From an optimization exercise on the open Yosys and OpenROAD flow, aimed at small area, a short achievable clock period and few clock cycles; shortcuts taken in it are not production practice. Only simulation tests tie the RTL to the original design; equivalence was not proved. No activity file was given, so power comes from the tool's default toggle rates.

delta:
## CHIP
module CHIP (	clk,
				rst_n,
				mem_read_D,
				mem_write_D,
				mem_addr_D,
				mem_wdata_D,
				mem_rdata_D,
				mem_ready_D,
				mem_read_I,
				mem_write_I,
				mem_addr_I,
				mem_wdata_I,
				mem_rdata_I,
				mem_ready_I,
				DCACHE_addr,
				DCACHE_wdata,
				DCACHE_wen
			);
input			clk, rst_n;
output			mem_read_D;
output			mem_write_D;
output	[31:4]	mem_addr_D;
output	[127:0]	mem_wdata_D;
input	[127:0]	mem_rdata_D;
input			mem_ready_D;
output			mem_read_I;
output			mem_write_I;
output	[31:4]	mem_addr_I;
output	[127:0]	mem_wdata_I;
input	[127:0]	mem_rdata_I;
input			mem_ready_I;
output	[29:0]	DCACHE_addr;
output	[31:0]	DCACHE_wdata;
output			DCACHE_wen;
wire [29:0] if_pc;
wire        if_hit;
wire [31:0] if_word;
wire [8:0]  if_coff;
wire        if_ptk;
wire        d_ren;
wire [31:0] d_rdata;
wire        d_stall;
wire [5:0]  d_nset;
wire        ld_kill, ld_pend, ld_done, ld_busy;
wire [31:0] ld_ddata;
	RISCV_Pipeline i_RISCV(
		.clk        (clk),
		.rst_n      (rst_n),
		.if_pc      (if_pc),
		.if_hit     (if_hit),
		.if_word    (if_word),
		.if_coff    (if_coff),
		.if_ptk     (if_ptk),
		.d_ren      (d_ren),
		.d_wen      (DCACHE_wen),
		.d_addr     (DCACHE_addr),
		.d_nset     (d_nset),
		.d_wdata    (DCACHE_wdata),
		.d_rdata    (d_rdata),
		.d_stall    (d_stall),
		.ld_kill    (ld_kill),
		.ld_pend    (ld_pend),
		.ld_done    (ld_done),
		.ld_ddata   (ld_ddata),
		.ld_busy    (ld_busy)
	);
	cache D_cache(
		.clk        (clk),
		.rst_n      (rst_n),
		.proc_read  (d_ren),
		.proc_write (DCACHE_wen),
		.proc_addr  (DCACHE_addr),
		.proc_nset  (d_nset),
		.proc_wdata (DCACHE_wdata),
		.proc_rdata (d_rdata),
		.proc_stall (d_stall),
		.ld_kill    (ld_kill),
		.ld_pend    (ld_pend),
		.ld_done    (ld_done),
  ...
Settings: LEC_CHECK=0, CAP_MARGIN=10, CORE_MARGIN=2, CORE_UTILIZATION=30, PLACE_DENSITY=0.5, SETUP_SLACK_MARGIN=5, SLEW_MARGIN=10; clock period 10.0 ns.
run.sh (not shown) runs the stock make flow with config.mk's settings and CLKGATE_MAP_FILE= SYNTH_SCRIPT=/design/flow/synth_recipe.tcl, a recipe that flattens the netlist after the stock synthesis.
The final layout from delta, which completed every stage, passed the timing, DRC and antenna checks at the end of the flow.
Testbench counts of delta, summed over its fixed seeds: cycles 12,711.
Changes in gamma relative to delta:
--- a/flow/design.v
+++ b/flow/design.v
@@ -479,31 +479,31 @@
     reg          wbuf_v;
     reg          vc_v;               
     reg  [IW+1:0] vc_l;
     reg           sp_v;
     reg  [IW+1:0] sp_l;
     reg  [1:0]    sp_w;
     reg  [31:0]   sp_d;
     wire          fwd_fill = rd_act && mem_ready && pf_l == hl;
     reg  [3:0]    r_ws;
-    reg  [S-1:0]  r_so;
+    reg  [4*S-1:0] r_sk;             
     reg  [31:0]   rdm;
     reg  [31:0]   rdw [0:W-1];
     integer       s2;
     always @(*) begin
         rdm = 32'd0;
         for (j = 0; j < 4; j = j + 1)
             if (r_ws[j]) rdm = rdm | mem_rdata[32*j +: 32];
         for (w = 0; w < W; w = w + 1) begin
             rdw[w] = 32'd0;
             for (s2 = 0; s2 < S; s2 = s2 + 1)
                 for (j = 0; j < 4; j = j + 1)
-                    if (r_so[s2] && r_ws[j]) rdw[w] = rdw[w] | data[4*(S*w+s2)+j];
+                    if (r_sk[4*s2+j]) rdw[w] = rdw[w] | data[4*(S*w+s2)+j];
         end
     end
     reg  [31:0]   rdata;
     always @(*) begin
         rdata = 32'd0;
         for (w = 0; w < W; w = w + 1)
             if (h[w])
                 rdata = rdata |
                     (!wvs[w] ? rdm :
@@ -668,19 +668,19 @@
                 mt_n[w] = (alloc && vl == ls) ? ltag : (ta_v && ta_l == ls) ? ta_t : tag[ls];
             else
                 mt_n[w] = (alloc && vl == ln) ? ltag : (ta_v && ta_l == ln) ? ta_t : tag[ln];
             mwv_n[w] = proc_stall ? wv_n[ls] : wv_n[ln];
         end
     end
     always @(posedge clk) begin
         if (!proc_stall) begin
             r_ws <= 4'b0001 << proc_nset[1:0];
-            r_so <= {{(S-1){1'b0}}, 1'b1} << nset;
+            r_sk <= {{(4*S-1){1'b0}}, 1'b1} << {nset, proc_nset[1:0]};
         end
         for (w = 0; w < W; w = w + 1) begin
             mt[w]  <= mt_n[w];
             mwv[w] <= mwv_n[w];
         end
         ta_l <= vl;
         ta_t <= ltag;
         if (rmove) dreg <= line[27:IW+LT];
         if (ta_v) tag[ta_l] <= ta_t;
Results
gamma: full flow OK, the timing, DRC and antenna checks passed. Comparing gamma and delta, share of the yosys chip area belonging to registers is higher on delta. Maximum number of pins on one net before global-route repair (gamma vs. delta) increases by more than 10%. Diff delta -> gamma: final worst hold slack -0.014 ns, die extent in x ~0 delta, register-to-register slack ~0 delta, fraction of the mapped netlist area in simple logic gates -0.18 points, count of state elements after synthesis ~0 delta. delta -> gamma: instance area at placement increased slightly. gamma: total power divided by cell area is 3.1% lower than what delta reported. Compared with delta, in gamma number of distinct library cells after synthesis now sits higher, area of the die now sits higher. Diff delta -> gamma | final instance area | up slightly. Higher netlist area before placement among gamma and delta: gamma.
Testbench counts of gamma, summed over its fixed seeds: cycles 12,711.

alpha:
Another version of the RTL of CHIP (not shown whole).
For scale: ~13000 cells after synthesis, about 640 I/O pins, roughly 0.20 mm^2 of cells after synthesis.
clock: 10.0 ns
lec_check: 0
cap_margin: 20
core_margin: 2
core_utilization: 40
place_density: 0.6
setup_slack_margin: 5
slew_margin: 20
Testbench counts of alpha, summed over its fixed seeds: cycles 12,711.
For beta, these inputs were changed with respect to alpha:
diff --git a/flow/design.v b/flow/design.v
--- a/flow/design.v
+++ b/flow/design.v
@@ -35,17 +35,17 @@
 wire [29:0] if_pc;
 wire        if_hit;
 wire [31:0] if_word;
 wire [8:0]  if_coff;
 wire        if_ptk;
 wire        d_ren;
 wire [31:0] d_rdata;
 wire        d_stall;
-wire [3:0]  d_nset;
+wire [5:0]  d_nset;
 wire        ld_kill, ld_pend, ld_done, ld_busy;
 wire [31:0] ld_ddata;
 	RISCV_Pipeline i_RISCV(
 		.clk        (clk),
 		.rst_n      (rst_n),
 		.if_pc      (if_pc),
 		.if_hit     (if_hit),
 		.if_word    (if_word),
@@ -108,17 +108,17 @@
     output     [29:0]  if_pc,
     input              if_hit,
     input      [31:0]  if_word,
     input      [8:0]   if_coff,
     input              if_ptk,
     output             d_ren,
     output             d_wen,
     output     [29:0]  d_addr,
-    output     [3:0]   d_nset,      
+    output     [5:0]   d_nset,      
     output     [31:0]  d_wdata,
     input      [31:0]  d_rdata,
     input              d_stall,
     input              ld_kill,     
     input              ld_pend,     
     input              ld_done,     
     input      [31:0]  ld_ddata,
     output             ld_busy      
@@ -239,17 +239,17 @@
         for (dd = 1; dd < 32; dd = dd * 2)
             for (k = 31; k >= dd; k = k - 1) begin
                 pg[k] = pg[k] | (pp[k] & pg[k-dd]);
                 pp[k] = pp[k] & pp[k-dd];
             end
         sum = (x ^ yy) ^ {pg[30:0], e_sub};
     end
     wire [7:0]  lsum = x[7:0] + e_imm[7:0];          
-    assign d_nset = lsum[7:4];
+    assign d_nset = lsum[7:2];
     wire        lt   = (x[31] ^ yy[31] ^ e_sub) ? x[31] : sum[31];
     wire        shl  = (e_f3 == 3'b001);
     reg  [31:0] xr;
     always @(*) for (k = 0; k < 32; k = k + 1) xr[k] = x[31-k];
     wire [31:0] sin  = shl ? xr : x;
     wire        sfill = e_f7 & x[31] & !shl;
     wire [31:0] sr   = $signed({sfill, sin}) >>> y[4:0];
     reg  [31:0] srr;
@@ -395,17 +395,17 @@
 module cache #(
     parameter IW = 1             
 )(
     input              clk,
     input              rst_n,
     input              proc_read,
     input              proc_write,
     input      [29:0]  proc_addr,
-    input      [3:0]   proc_nset,    
+    input      [5:0]   proc_nset,    
     input      [31:0]  proc_wdata,
     output     [31:0]  proc_rdata,
     output             proc_stall,
     output             ld_kill,
     output             ld_pend,
     output             ld_done,
     output     [31:0]  ld_ddata,
     input              ld_busy,
@@ -440,17 +440,17 @@
             plru_touch[0] = !wy[1];
             if (wy[1]) plru_touch[2] = !wy[0];
             else       plru_touch[1] = !wy[0];
         end
     endfunction
     wire [27:0]   line = proc_addr[29:2];
     wire [1:0]    wsel = proc_addr[1:0];
     wire [IW-1:0] set  = line[IW-1:0];
-    wire [IW-1:0] nset = proc_nset[IW-1:0];
+    wire [IW-1:0] nset = proc_nset[IW+1:2];
     wire          acc  = proc_read || proc_write;
     reg  [RB-1:0] dreg;              
     wire          inreg = line[27:IW+LT] == dreg;
     wire [TW-1:0] ltag  = line[IW+LT-1:IW];
     reg  [TW-1:0] mt  [0:W-1];
     reg  [W-1:0]  mv;
     reg  [3:0]    mwv [0:W-1];
     reg  [W-1:0]  h, wvs;
@@ -479,26 +479,41 @@
     reg          wbuf_v;
     reg          vc_v;               
     reg  [IW+1:0] vc_l;
     reg           sp_v;
     reg  [IW+1:0] sp_l;
     reg  [1:0]    sp_w;
     reg  [31:0]   sp_d;
     wire          fwd_fill = rd_act && mem_ready && pf_l == hl;
-    wire [31:0]   rdm = mem_rdata[32*wsel +: 32];
+    reg  [3:0]    r_ws;
+    reg  [S-1:0]  r_so;
+    reg  [31:0]   rdm;
+    reg  [31:0]   rdw [0:W-1];
+    integer       s2;
+    always @(*) begin
+        rdm = 32'd0;
+        for (j = 0; j < 4; j = j + 1)
+            if (r_ws[j]) rdm = rdm | mem_rdata[32*j +: 32];
+        for (w = 0; w < W; w = w + 1) begin
+            rdw[w] = 32'd0;
+            for (s2 = 0; s2 < S; s2 = s2 + 1)
+                for (j = 0; j < 4; j = j + 1)
+                    if (r_so[s2] && r_ws[j]) rdw[w] = rdw[w] | data[4*(S*w+s2)+j];
+        end
+    end
     reg  [31:0]   rdata;
     always @(*) begin
         rdata = 32'd0;
         for (w = 0; w < W; w = w + 1)
             if (h[w])
                 rdata = rdata |
                     (!wvs[w] ? rdm :
                      (sp_v && sp_l == {w[1:0], set} && sp_w == wsel) ? sp_d :
-                     data[{w[1:0], set, wsel}]);
+                     rdw[w]);
     end
     assign proc_rdata = rdata;
     wire sp_hold    = sp_v && rd_act && mem_ready && (sp_l != pf_l);
     wire vict_dirty = m_vd;
     wire alloc_ok   = !pq_v && !(vict_dirty && wbuf_v) && !(sp_v && sp_l == vl) &&
                       !(pf_v && pf_l == vl);
     wire alloc      = acc && !tmatch && inreg && alloc_ok && !(proc_write && sp_hold);
     wire          oreg  = acc && !inreg;
@@ -652,16 +667,20 @@
             if (proc_stall)
                 mt_n[w] = (alloc && vl == ls) ? ltag : (ta_v && ta_l == ls) ? ta_t : tag[ls];
             else
                 mt_n[w] = (alloc && vl == ln) ? ltag : (ta_v && ta_l == ln) ? ta_t : tag[ln];
             mwv_n[w] = proc_stall ? wv_n[ls] : wv_n[ln];
         end
     end
     always @(posedge clk) begin
+        if (!proc_stall) begin
+            r_ws <= 4'b0001 << proc_nset[1:0];
+            r_so <= {{(S-1){1'b0}}, 1'b1} << nset;
+        end
         for (w = 0; w < W; w = w + 1) begin
             mt[w]  <= mt_n[w];
             mwv[w] <= mwv_n[w];
         end
         ta_l <= vl;
         ta_t <= ltag;
         if (rmove) dreg <= line[27:IW+LT];
         if (ta_v) tag[ta_l] <= ta_t;
### Flow results
alpha: all stages complete, timing, DRC and antenna checks passed
The final layout from beta, which completed every stage, passed the timing, DRC and antenna checks at the end of the flow.
The final reports for beta and alpha show biggest fanout along the worst timing path higher in the former.
Total leakage power: beta vs alpha, no meaningful difference
Die area on beta is ahead of alpha.
On beta: fraction of met1 tracks used by global routing is 0.46 points lower than what alpha gave.
Complex-gate fraction of the synthesized area sits higher in beta than in alpha.
Status: number of vias per cell parity (alpha, beta)
Taking alpha as 1.0, beta lands at 0.940 on switching power summed over all nets.
Testbench counts of beta, summed over its fixed seeds: cycles 12,711.

what the ideal ports hide:
No port has a modelled driver above. Below, the same layouts with a new extraction and two added sets of constraints.
Step 1 sets driving cells, clkbuf_16 on the clock port and buf_2 on the other inputs (assumed; they add their load-dependent delay and slew).
Step 2 also shifts input and output timing later by t, the mid clock arrival at the registers, as if the neighbouring blocks saw the same clock.
a / b / c = ideal ports / drivers / drivers and shift; a / b = the first two.
run | shift t [ns] | slack for setup (ns) | worst setup path at the end | worst data-port slew with drivers (ns) | cell pins on the clock port's net
delta | 1.167 | 4.987 / 4.965 / 4.032 | input to register | 0.23 | 1
gamma | 1.127 | 4.973 / 4.973 / 4.002 | input to register | 0.27 | 1
alpha | 1.123 | 4.895 / 4.895 / 4.141 | input to register | 0.20 | 1
beta | 1.126 | 4.968 / 4.968 / 4.017 | input to register | 0.14 | 1
After both steps every run listed still meets setup and hold. The setup slack of gamma, which loses most, moves by 0.000 ns with the drivers and by -0.971 ns with both steps.
